What follows belongs to an exercise in optimizing a design on an open flow for small area, a short achievable clock period and few clock cycles; a production flow would make more cautious choices. Where RTL was checked, it was by simulation tests only, not by an equivalence proof against the original. Power figures rest on the tool's default switching activity, not on a simulated workload.

==> module rsa_encrypt, before the edit <==
module rsa_encrypt
(
  input wire clk,
  input wire rst,
  input wire [12:0] data,
  input wire [2:0] input_data_type,
  output wire [15:0] output_data,
  output wire ready
);
    reg [12:0] n;
    reg [12:0] e;
    reg [7:0]  m;
    reg [12:0] acc;
    reg [12:0] p;
    reg [3:0]  idx;
    reg [3:0]  eidx;
    reg        wbit;
    reg        op_mul;
    reg        busy;
    reg        start;    
    reg        prep;     
    assign ready = ~busy;
    assign output_data = {3'b000, acc};
    function [3:0] msb13(input [12:0] w);
        integer i;
        begin
            msb13 = 4'd0;
            for (i = 1; i < 13; i = i + 1)
                if (w[i]) msb13 = i[3:0];
        end
    endfunction
    function below13(input [12:0] w);
        integer i;
        begin
            below13 = w[0];
            for (i = 1; i < 13; i = i + 1)
                if (w[i]) below13 = w[i-1];
        end
    endfunction
    wire [3:0] msbe  = msb13(e);
    wire [3:0] msbm  = msb13({5'b00000, m});
    wire [3:0] msba  = msb13(acc);
    wire [3:0] msbd  = msb13({5'b00000, data[7:0]});
    wire       m_gt1 = (msbm != 4'd0);
    wire       a_gt1 = (msba != 4'd0);
    wire       d_gt1 = (msbd != 4'd0);
    wire [15:0] a2  = {2'b00, p, 1'b0};
    wire [15:0] ba  = wbit ? {3'b000, acc} : 16'd0;
    wire [15:0] nn1 = ~{3'b000, n};
    wire [15:0] nn2 = ~{2'b00, n, 1'b0};
    wire [15:0] x1  = a2 ^ ba ^ nn1;
    wire [15:0] c1  = (a2 & ba) | (a2 & nn1) | (ba & nn1);
    wire [15:0] x2  = a2 ^ ba ^ nn2;
    wire [15:0] c2  = (a2 & ba) | (a2 & nn2) | (ba & nn2);
    wire [15:0] s   = a2 + ba;
    wire [15:0] d1  = x1 + {c1[14:0], 1'b1};
    wire [15:0] d2  = x2 + {c2[14:0], 1'b1};
    wire        ge2 = ~d2[15];
    wire        ge1 = ~d1[15];
    wire [12:0] pn  = ge2 ? d2[12:0] : (ge1 ? d1[12:0] : s[12:0]);
    wire accept   = ready & (input_data_type == 3'd1);
    wire e_one    = (msbe == 4'd0);
    wire last     = (idx == 4'd0);
    wire next_mul = ~op_mul & e[eidx];
    wire [3:0]  idx1 = idx - 4'd1;
    wire [12:0] w    = op_mul ? {5'b00000, m} : acc;
    wire reduce   = start & ({5'b00000, m} >= n);
    wire finish   = ~reduce & ~prep & last & ~next_mul & (eidx == 4'd0);
    always @(posedge clk) begin
        if (rst) begin
            n     <= 13'd3233;
            e     <= 13'd17;
            busy  <= 1'b0;
            start <= 1'b0;
            prep  <= 1'b0;
        end else if (~busy) begin
            if (input_data_type == 3'd2) n <= data;
            if (input_data_type == 3'd3) e <= data;
            if (accept & ~e_one) begin
                busy  <= 1'b1;
                start <= 1'b1;
            end
        end else begin
            start <= 1'b0;
            prep  <= ~reduce & ~prep & last & ~next_mul & (eidx != 4'd0);
            if (finish)
                busy <= 1'b0;
        end
    end
    always @(posedge clk) begin
        if (~busy) begin
            if (accept) begin
                m   <= data[7:0];
                acc <= {5'b00000, data[7:0]};
            end
        end else if (reduce) begin
            acc <= 13'd1;
        end else if (~prep & last) begin
            acc <= pn;
        end
    end
    always @(posedge clk) begin
        if (~busy) begin
            op_mul <= 1'b0;
            eidx   <= msbe - 4'd1;
        end else if (reduce) begin
            op_mul <= 1'b1;
            eidx   <= msbe;
        end else if (~prep & last) begin
            op_mul <= next_mul;
            if (~next_mul)
                eidx <= eidx - 4'd1;
        end
    end
    always @(posedge clk) begin
        p    <= pn;
        idx  <= idx1;
        wbit <= w[idx1];
        if (~busy) begin
            p    <= d_gt1 ? {5'b00000, data[7:0]} : 13'd0;
            idx  <= d_gt1 ? msbd - 4'd1 : 4'd0;
            wbit <= below13({5'b00000, data[7:0]});
        end else if (reduce) begin
            p    <= 13'd0;
            idx  <= msbm;
            wbit <= 1'b1;
        end else if (prep) begin
            p    <= a_gt1 ? acc : 13'd0;
            idx  <= a_gt1 ? msba - 4'd1 : 4'd0;
            wbit <= below13(acc);
        end else if (last & next_mul) begin
            p    <= m_gt1 ? pn : 13'd0;
            idx  <= m_gt1 ? msbm - 4'd1 : 4'd0;
            wbit <= m_gt1 ? m[msbm - 4'd1] : m[0];
        end
    end
endmodule
==> flow/config.mk <==
export PLATFORM = sky130hd
export DESIGN_NAME = rsa_encrypt
export DESIGN_NICKNAME = rsa_encrypt
export VERILOG_FILES = /design/flow/design.v
export SDC_FILE = /design/flow/constraint.sdc
export NUM_CORES = 4
export LEC_CHECK = 0
export CAP_MARGIN = 20
export CORE_MARGIN = 2
export CORE_UTILIZATION = 40
export CTS_BUF_LIST = sky130_fd_sc_hd__clkbuf_4 sky130_fd_sc_hd__clkbuf_8
export SETUP_SLACK_MARGIN = 3.6
export SLEW_MARGIN = 20
==> flow/constraint.sdc <==
create_clock -name core_clock -period 7.0 [get_ports {clk}]
set_input_delay 1.4000 -clock core_clock [delete_from_list [all_inputs] [get_ports {clk}]]
set_output_delay 1.4000 -clock core_clock [all_outputs]
set_load 0.01 [all_outputs]
run.sh (not shown) runs the stock make flow with config.mk's settings and CLKGATE_MAP_FILE= SYNTH_SCRIPT=/design/flow/synth_recipe.tcl, a recipe that flattens the netlist after the stock synthesis.
Edit:
--- a/flow/design.v
+++ b/flow/design.v
@@ -58,13 +58,13 @@
     wire        ge2 = ~d2[15];
     wire        ge1 = ~d1[15];
     wire [12:0] pn  = ge2 ? d2[12:0] : (ge1 ? d1[12:0] : s[12:0]);
     wire accept   = ready & (input_data_type == 3'd1);
     wire e_one    = (msbe == 4'd0);
     wire last     = (idx == 4'd0);
-    wire next_mul = ~op_mul & e[eidx];
+    wire next_mul = ~op_mul & e[eidx] & m_gt1;
     wire [3:0]  idx1 = idx - 4'd1;
     wire [12:0] w    = op_mul ? {5'b00000, m} : acc;
     wire reduce   = start & ({5'b00000, m} >= n);
     wire finish   = ~reduce & ~prep & last & ~next_mul & (eidx == 4'd0);
     always @(posedge clk) begin
         if (rst) begin
@@ -109,29 +109,32 @@
         end else if (~prep & last) begin
             op_mul <= next_mul;
             if (~next_mul)
                 eidx <= eidx - 4'd1;
         end
     end
+    wire        p_step  = busy & ~reduce & ~prep;
+    wire [12:0] p_other = ~busy ? (d_gt1 ? {5'b00000, data[7:0]} : 13'd0)
+                        : (prep & a_gt1) ? acc : 13'd0;
+    wire [12:0] pc0 = p_step ? s[12:0]  : p_other;
+    wire [12:0] pc1 = p_step ? d1[12:0] : p_other;
+    wire [12:0] pc2 = p_step ? d2[12:0] : p_other;
+    wire [12:0] p_next = ge2 ? pc2 : (ge1 ? pc1 : pc0);
+    always @(posedge clk) p <= p_next;
     always @(posedge clk) begin
-        p    <= pn;
         idx  <= idx1;
         wbit <= w[idx1];
         if (~busy) begin
-            p    <= d_gt1 ? {5'b00000, data[7:0]} : 13'd0;
             idx  <= d_gt1 ? msbd - 4'd1 : 4'd0;
             wbit <= below13({5'b00000, data[7:0]});
         end else if (reduce) begin
-            p    <= 13'd0;
             idx  <= msbm;
             wbit <= 1'b1;
         end else if (prep) begin
-            p    <= a_gt1 ? acc : 13'd0;
             idx  <= a_gt1 ? msba - 4'd1 : 4'd0;
             wbit <= below13(acc);
         end else if (last & next_mul) begin
-            p    <= m_gt1 ? pn : 13'd0;
-            idx  <= m_gt1 ? msbm - 4'd1 : 4'd0;
-            wbit <= m_gt1 ? m[msbm - 4'd1] : m[0];
+            idx  <= msbm - 4'd1;
+            wbit <= below13({5'b00000, m});
         end
     end
 endmodule
The changed run completed without violations.
Sequential power falls by about 3%.
Clock skew stays flat.
Design area falls by about 9%.
Die area falls by about 5.4%.
Clock power rises by 7.2%.
Worst setup slack degrades by 0.025 ns.
Worst hold slack hardly moves.
Function was not checked in any run of this note: the RTL went through the layout flow alone.

## the previous run
The RTL this note starts from:
==> flow/design.v <==
module rsa_encrypt
(
  input wire clk,
  input wire rst,
  input wire [12:0] data,
  input wire [2:0] input_data_type,
  output wire [15:0] output_data,
  output wire ready
);
    reg [12:0] n;
    reg [12:0] e;
    reg [7:0]  m;
    reg [12:0] acc;
    reg [12:0] p;
    reg [3:0]  idx;
    reg [3:0]  eidx;
    reg        wbit;
    reg        op_mul;
    reg        busy;
    reg        start;
    reg        prep;
    assign ready = ~busy;
    assign output_data = {3'b000, acc};
    function [3:0] msb13(input [12:0] w);
        integer i;
        begin
            msb13 = 4'd0;
            for (i = 1; i < 13; i = i + 1)
                if (w[i]) msb13 = i[3:0];
        end
    endfunction
    wire [3:0] msbn = msb13(n);
    wire [3:0] msbe = msb13(e);
    wire [3:0] msbm = msb13({5'b00000, m});
    wire [3:0] msbn1 = msbn - 4'd1;
    wire [3:0] msbm1 = msbm - 4'd1;
    wire       n_gt1 = (msbn != 4'd0);
    wire       m_gt1 = (msbm != 4'd0);
    wire [15:0] a2  = {2'b00, p, 1'b0};
    wire [15:0] ba  = wbit ? {3'b000, acc} : 16'd0;
    wire [15:0] nn1 = ~{3'b000, n};
    wire [15:0] nn2 = ~{2'b00, n, 1'b0};
    wire [15:0] x1  = a2 ^ ba ^ nn1;
    wire [15:0] c1  = (a2 & ba) | (a2 & nn1) | (ba & nn1);
    wire [15:0] x2  = a2 ^ ba ^ nn2;
    wire [15:0] c2  = (a2 & ba) | (a2 & nn2) | (ba & nn2);
    wire [15:0] s   = a2 + ba;
    wire [15:0] d1  = x1 + {c1[14:0], 1'b1};
    wire [15:0] d2  = x2 + {c2[14:0], 1'b1};
    wire        ge2 = ~d2[15];
    wire        ge1 = ~d1[15];
    wire [12:0] pn  = ge2 ? d2[12:0] : (ge1 ? d1[12:0] : s[12:0]);
    wire accept = ready & (input_data_type == 3'd1);
    wire last   = (idx == 4'd0);
    wire next_mul = ~op_mul & e[eidx];
    wire [3:0]  idx1 = idx - 4'd1;
    wire [12:0] w    = op_mul ? {5'b00000, m} : acc;
    always @(posedge clk) begin
        if (rst) begin
            n     <= 13'd3233;
            e     <= 13'd17;
            busy  <= 1'b0;
            start <= 1'b0;
        end else if (~busy) begin
            if (input_data_type == 3'd2) n <= data;
            if (input_data_type == 3'd3) e <= data;
            if (accept) begin
                busy  <= 1'b1;
                start <= 1'b1;
            end
        end else if (start) begin
            start <= 1'b0;
            if (msbe == 4'd0)
                busy <= 1'b0;
        end else if (~prep & last & ~next_mul & (eidx == 4'd0)) begin
            busy <= 1'b0;
        end
    end
    always @(posedge clk) begin
        if (~busy) begin
            if (accept) begin
                m   <= data[7:0];
                acc <= {5'b00000, data[7:0]};
            end
        end else if (start) begin
            prep <= 1'b0;
            if (msbe == 4'd0) begin
            end else if ({5'b00000, m} >= n) begin
                acc    <= 13'd1;
                p      <= 13'd0;
                idx    <= msbm;
                wbit   <= m[msbm];
                op_mul <= 1'b1;
                eidx   <= msbe;
            end else begin
                p      <= (n_gt1 && acc[msbn]) ? acc : 13'd0;
                idx    <= n_gt1 ? msbn1 : 4'd0;
                wbit   <= n_gt1 ? acc[msbn1] : acc[0];
                op_mul <= 1'b0;
                eidx   <= msbe - 4'd1;
            end
        end else if (prep) begin
            prep <= 1'b0;
            p    <= (n_gt1 && acc[msbn]) ? acc : 13'd0;
            idx  <= n_gt1 ? msbn1 : 4'd0;
            wbit <= n_gt1 ? acc[msbn1] : acc[0];
        end else if (~last) begin
            p    <= pn;
            idx  <= idx1;
            wbit <= w[idx1];
        end else begin
            acc <= pn;
            if (next_mul) begin
                p      <= m_gt1 ? pn : 13'd0;
                idx    <= m_gt1 ? msbm1 : 4'd0;
                wbit   <= m_gt1 ? m[msbm1] : m[0];
                op_mul <= 1'b1;
            end else begin
                prep   <= 1'b1;
                op_mul <= 1'b0;
                eidx   <= eidx - 4'd1;
            end
        end
    end
endmodule
Settings: LEC_CHECK=0, CAP_MARGIN=20, CORE_MARGIN=2, CORE_UTILIZATION=40, SETUP_SLACK_MARGIN=3.6, SLEW_MARGIN=20; clock period 7.0 ns.
> inputs changed (the previous run -> the current run)
==> flow/design.v <==
module rsa_encrypt
(
  input wire clk,
  input wire rst,
  input wire [12:0] data,
  input wire [2:0] input_data_type,
  output wire [15:0] output_data,
  output wire ready
);
    reg [12:0] n;
    reg [12:0] e;
    reg [7:0]  m;
    reg [12:0] acc;
    reg [12:0] p;
    reg [3:0]  idx;
    reg [3:0]  eidx;
    reg        wbit;
    reg        op_mul;
    reg        busy;
    reg        start;    
    reg        prep;     
    assign ready = ~busy;
    assign output_data = {3'b000, acc};
    function [3:0] msb13(input [12:0] w);
        integer i;
        begin
            msb13 = 4'd0;
            for (i = 1; i < 13; i = i + 1)
                if (w[i]) msb13 = i[3:0];
        end
    endfunction
    wire [3:0] msbe  = msb13(e);
    wire [3:0] msbm  = msb13({5'b00000, m});
    wire [3:0] msba  = msb13(acc);
    wire [3:0] msbm1 = msbm - 4'd1;
    wire [3:0] msba1 = msba - 4'd1;
    wire       m_gt1 = (msbm != 4'd0);
    wire       a_gt1 = (msba != 4'd0);
    wire [15:0] a2  = {2'b00, p, 1'b0};
    wire [15:0] ba  = wbit ? {3'b000, acc} : 16'd0;
    wire [15:0] nn1 = ~{3'b000, n};
    wire [15:0] nn2 = ~{2'b00, n, 1'b0};
    wire [15:0] x1  = a2 ^ ba ^ nn1;
    wire [15:0] c1  = (a2 & ba) | (a2 & nn1) | (ba & nn1);
    wire [15:0] x2  = a2 ^ ba ^ nn2;
    wire [15:0] c2  = (a2 & ba) | (a2 & nn2) | (ba & nn2);
    wire [15:0] s   = a2 + ba;
    wire [15:0] d1  = x1 + {c1[14:0], 1'b1};
    wire [15:0] d2  = x2 + {c2[14:0], 1'b1};
    wire        ge2 = ~d2[15];
    wire        ge1 = ~d1[15];
    wire [12:0] pn  = ge2 ? d2[12:0] : (ge1 ? d1[12:0] : s[12:0]);
    wire accept   = ready & (input_data_type == 3'd1);
    wire last     = (idx == 4'd0);
    wire next_mul = ~op_mul & e[eidx];
    wire [3:0]  idx1 = idx - 4'd1;
    wire [12:0] w    = op_mul ? {5'b00000, m} : acc;
    wire e_one    = (msbe == 4'd0);
    wire reduce   = ({5'b00000, m} >= n);
    wire sq_setup = prep | (start & ~e_one & ~reduce);
    always @(posedge clk) begin
        if (rst) begin
            n     <= 13'd3233;
            e     <= 13'd17;
            busy  <= 1'b0;
            start <= 1'b0;
            prep  <= 1'b0;
        end else if (~busy) begin
            if (input_data_type == 3'd2) n <= data;
            if (input_data_type == 3'd3) e <= data;
            if (accept) begin
                busy  <= 1'b1;
                start <= 1'b1;
            end
        end else if (start) begin
            start <= 1'b0;
            if (e_one)
                busy <= 1'b0;
        end else if (prep) begin
            prep <= 1'b0;
        end else if (last) begin
            if (~next_mul & (eidx == 4'd0))
                busy <= 1'b0;
            else if (~next_mul)
                prep <= 1'b1;
        end
    end
    always @(posedge clk) begin
        if (~busy) begin
            if (accept) begin
                m   <= data[7:0];
                acc <= {5'b00000, data[7:0]};
            end
        end else if (sq_setup) begin
            p      <= a_gt1 ? acc : 13'd0;
            idx    <= a_gt1 ? msba1 : 4'd0;
            wbit   <= a_gt1 ? acc[msba1] : acc[0];
            op_mul <= 1'b0;
            if (start)
                eidx <= msbe - 4'd1;
        end else if (start) begin
            if (~e_one) begin
                acc    <= 13'd1;
                p      <= 13'd0;
                idx    <= msbm;
                wbit   <= m[msbm];
                op_mul <= 1'b1;
                eidx   <= msbe;
            end
        end else if (~last) begin
            p    <= pn;
            idx  <= idx1;
            wbit <= w[idx1];
        end else begin
            acc <= pn;
            if (next_mul) begin
                p      <= m_gt1 ? pn : 13'd0;
                idx    <= m_gt1 ? msbm1 : 4'd0;
                wbit   <= m_gt1 ? m[msbm1] : m[0];
                op_mul <= 1'b1;
            end else begin
                op_mul <= 1'b0;
                eidx   <= eidx - 4'd1;
            end
        end
    end
endmodule
==> comparison <==
The current run reached the final stage; the timing, design-rule and antenna checks on its layout passed. Changes observed in the current run relative to the previous run: clock power went down, floorplan die height went down, number of buffers inserted by post-CTS setup repair went down. Looking at mux cell area share after synthesis, the current run sits below the previous run. Sort the previous run and the current run by logic depth of the worst setup path including buffers asc -> top: the previous run. The current run vs the previous run: post-route worst hold slack down. Against the previous run, die area in the current run came out better.
Testbench counts of the current run, summed over its fixed seeds: cycles 37,587.
No functional check of the RTL was part of the previous run.

-- port drivers added, routing unchanged --
Ports are ideal in the flow. The routed layouts listed here were re-timed in OpenROAD. Step 1, drivers: a clkbuf_16 drives clk and a buf_2 each remaining input, both assumed. Step 2 adds t to the input delays and takes it off the output delays; t is the mean of the earliest and latest rising clock arrival at the registers after step 1. Input paths then give back, and output paths get back, about the clock's delay inside the block. a / b / c = ideal ports / drivers / drivers and shift; a / b = the first two.
run | t (ns) | slack for setup (ns) | slew at the worst register clock pin (ns) | worst data-port slew with drivers (ns) | pins driven straight from the clock port
the first run of note 1 | 0.400 | 3.553 / 3.553 / 3.298 | 0.09 / 0.09 | 0.04 | 1
the second run of note 1 | 0.385 | 3.529 / 3.529 / 3.529 | 0.09 / 0.09 | 0.03 | 1
the previous run | 0.381 | 3.533 / 3.533 / 3.511 | 0.06 / 0.06 | 0.03 | 1
the current run | 0.373 | 3.600 / 3.600 / 3.600 | 0.06 / 0.06 | 0.03 | 1
After both steps every run listed still meets setup and hold. For the first run of note 1, which loses most, drivers alone change the setup slack by 0.000 ns; drivers and shift together by -0.255 ns.
